This design comes from an exercise in tuning for small area on the open sky130 flow, not from production work. Power is estimated from default activity; no workload was simulated.

build 36:
// execute
module execute(EXE_NPC, EXE_CSRFD, EXE_ALU1, EXE_ALU2, EXE_IR,
               EXE_V, EXE_RFD, MEM_NPC, MEM_ALU_RESULT, MEM_IR,
               MEM_SR2, MEM_SR1, MEM_V, MEM_CSRFD, MEM_RFD, clk, V_MEM_STALL, MEM_ECALL, EXE_ECALL, RESET,
               V_AGEX_BR_STALL, EXE_IR_OLD, V_AGEX_TRAP_STALL);
input clk;
input EXE_V;
input V_MEM_STALL;
input RESET;
input EXE_ECALL;
input [31:0] EXE_IR;
input [63:0] EXE_NPC, EXE_CSRFD, EXE_ALU1, EXE_ALU2;
input [63:0] EXE_RFD;
output reg MEM_ECALL;
output reg [31:0] MEM_IR;
output [31:0] EXE_IR_OLD;
output reg [63:0] MEM_NPC, MEM_ALU_RESULT, MEM_SR2, MEM_SR1,
                  MEM_CSRFD, MEM_RFD;
output reg MEM_V;
output V_AGEX_BR_STALL;
output V_AGEX_TRAP_STALL;
wire [6:0] op = EXE_IR[6:0];
wire [2:0] f3 = EXE_IR[14:12];
wire b30 = EXE_IR[30];
assign V_AGEX_BR_STALL = (op == 7'b1100011) | (op == 7'b1101111) | (op == 7'b1100111);
assign V_AGEX_TRAP_STALL = (EXE_IR[27:0] == 28'h0000073);
assign EXE_IR_OLD = EXE_IR;
wire load = EXE_V & ~V_MEM_STALL & ~RESET;
wire isLUI  = (op == 7'b0110111);
wire isAUI  = (op == 7'b0010111);
wire isPC   = (op == 7'b0000011) | (op == 7'b0100011) | (op == 7'b1101111) | (op == 7'b1100111);
wire isOPI  = (op == 7'b0010011);
wire isOP   = (op == 7'b0110011);
wire isOPIW = (op == 7'b0011011);
wire isOPW  = (op == 7'b0111011);
wire rr = isOPI | isOP;
wire ww = isOPIW | isOPW;
wire f0 = (f3 == 3'd0);
wire f1 = (f3 == 3'd1);
wire f5 = (f3 == 3'd5);
wire selAdd64 = isLUI | isAUI | isPC | (rr & f0);
  ...
For scale: about 420 flip-flops, about 810 I/O pins, about 22000 um2 of cells after synthesis.
clock: 8.5 ns
lec_check: 0
abc_area: 1
cap_margin: 20
core_area: 3 3 277 277
cts_buf_list: sky130_fd_sc_hd__clkbuf_4 sky130_fd_sc_hd__clkbuf_8
cts_cluster_diameter: 60
cts_cluster_size: 12
die_area: 0 0 280 280
gpl_timing_driven: 0
slew_margin: 20
buffer_ports_args: -buffer_cell sky130_fd_sc_hd__buf_1
remove_abc_buffers: 1
standard.sh (not shown) runs the stock make flow with config.mk's settings and CLKGATE_MAP_FILE= SYNTH_SCRIPT=/design/flow/synth_recipe.tcl, a recipe that flattens the netlist after the stock synthesis.
==> flow/flow/run.sh <==
#!/bin/bash
# The standard layout with three changes:
#  - synthesis maps with an area-oriented ABC script (flow/abc_area.script);
#    everything else in ORFS's scripts folder is used unchanged (copied);
#  - buffers that ABC inserted are removed at floorplan (REMOVE_ABC_BUFFERS);
#  - port buffers use sky130_fd_sc_hd__buf_1 instead of clkdlybuf4s50_1.
set -euo pipefail
cd "$(dirname "${BASH_SOURCE[0]}")/.."
rm -rf scripts_local
cp -r "$FLOW_HOME/scripts" scripts_local
cp flow/abc_area.script scripts_local/abc_area.script
cat >> config.mk <<'EOC'
export BUFFER_PORTS_ARGS = -buffer_cell sky130_fd_sc_hd__buf_1
export REMOVE_ABC_BUFFERS = 1
EOC
bash standard.sh SCRIPTS_DIR="$PWD/scripts_local" finish > standard_make.log 2>&1
==> flow/flow/abc_area.script <==
strash
&get -n
&st
&syn2
&dch
&nf -R 1000 -p
&st
&syn2
&dch
&nf -R 1000 -p
&st
&syn2
&dch
&nf -R 1000 -p
&st
&dch
&nf -R 1000 -p
&put
Nothing crashed in build 36 and all stages finished; the problem is that the final layout failed, the offending checks being negative setup slack.
Relative to build 36, the following input files were edited for build 46:
Settings: GPL_TIMING_DRIVEN: 0 -> unset; REMOVE_ABC_BUFFERS: 1 -> unset; CTS_CLUSTER_DIAMETER: 60 -> unset; CTS_BUF_LIST: sky130_fd_sc_hd__clkbuf_4 sky130_fd_sc_hd__clkbuf_8 -> sky130_fd_sc_hd__clkbuf_4; CTS_CLUSTER_SIZE: 12 -> unset; BUFFER_PORTS_ARGS: -buffer_cell sky130_fd_sc_hd__buf_1 -> unset.
==> flow/run.sh (new file) <==
#!/bin/bash
# synth_recipe.tcl (not shown) runs the flow's synth.tcl, then flattens the netlist and writes it again
# the make line also repeats each setting of config.mk as NAME=value (left out here)
make -C /OpenROAD-flow-scripts/flow DESIGN_CONFIG=/design/flow/config.mk WORK_HOME=/design/flow/orfs CLKGATE_MAP_FILE= SYNTH_SCRIPT=/design/flow/synth_recipe.tcl finish
removed: flow/flow/run.sh
removed: flow/flow/abc_area.script
removed: flow/standard.sh
==> notes.md <==
- Although build 46 finished all stages, its layout failed final checks on max-slew violations.
- The layout from build 36, despite a flow that completed every stage, fails the layout checks, with the failing checks listed as negative setup slack.
- Compare build 46 and build 36 | portion of netlist area occupied by mux cells higher: build 36
- Compared build 36 against build 46; power of the sequential group within noise.
- Delta (build 46 minus build 36): weighted congestion at the end of routability-driven global placement saw an increase, setup slack increased by 6.16 ns relative to the old numbers, initial standard-cell utilization of the core up 4.3 points, xor and xnor fraction of the mapped netlist area rose by 0.24 points.
> inputs changed (build 46 -> build 45)
Settings: clearing DIE_AREA, which used to be 0 0 280 280; clearing CORE_AREA, which used to be 3 3 277 277; putting CORE_MARGIN at 2 where nothing was set; putting CORE_UTILIZATION at 60 where nothing was set.
[summary]
Build 45 did not finish; a tool error ended it in I/O pin placement. Diff build 45..build 46 | post-synthesis compound-gate area fraction | unchanged. Re overall die height: build 45 is 26% down on build 46. Compared with build 46, number of placement rows in build 45 decreased by more than a quarter. The chip width in build 45 sits 72 um below the value recorded for build 46. From build 45 to build 46, post-synthesis register bit count did not move at all. In the reports for build 45 and build 46, the smaller initial standard-cell utilization of the core belongs to build 46.
Function was not checked in any run of this note: the RTL went through the layout flow alone.

[port drivers added, routing unchanged]
The results above use ideal ports. As a check the final layouts listed here were re-extracted and re-timed, cells and wires unchanged.
Step 1 (the two cells are an assumption about what drives the block):
set clk [get_ports {clk}]
set_driving_cell -lib_cell sky130_fd_sc_hd__clkbuf_16 $clk
set_driving_cell -lib_cell sky130_fd_sc_hd__buf_2 [delete_from_list [all_inputs] $clk]
Step 2, shift: input delay + t, output delay - t, t = (earliest + latest rising clock arrival at the registers) / 2. This alone moves slack from input paths to output paths.
a / b / c = ideal ports / drivers / drivers and shift; a / b = the first two.
| run | t, ns | setup slack, ns | worst hold slack (ns) | worst slew at a driven data input, ns |
|---|---|---|---|---|
| build 36 | 0.725 | -4.755 / -4.742 / -5.467 | 1.186 / 1.159 / 1.884 | 0.20 |
| build 46 | 1.006 | 1.408 / 1.425 / 0.419 | 1.232 / 1.198 / 2.204 | 0.19 |
The setup slack of build 46, which loses most, moves by +0.017 ns with the drivers and by -0.989 ns with both steps.
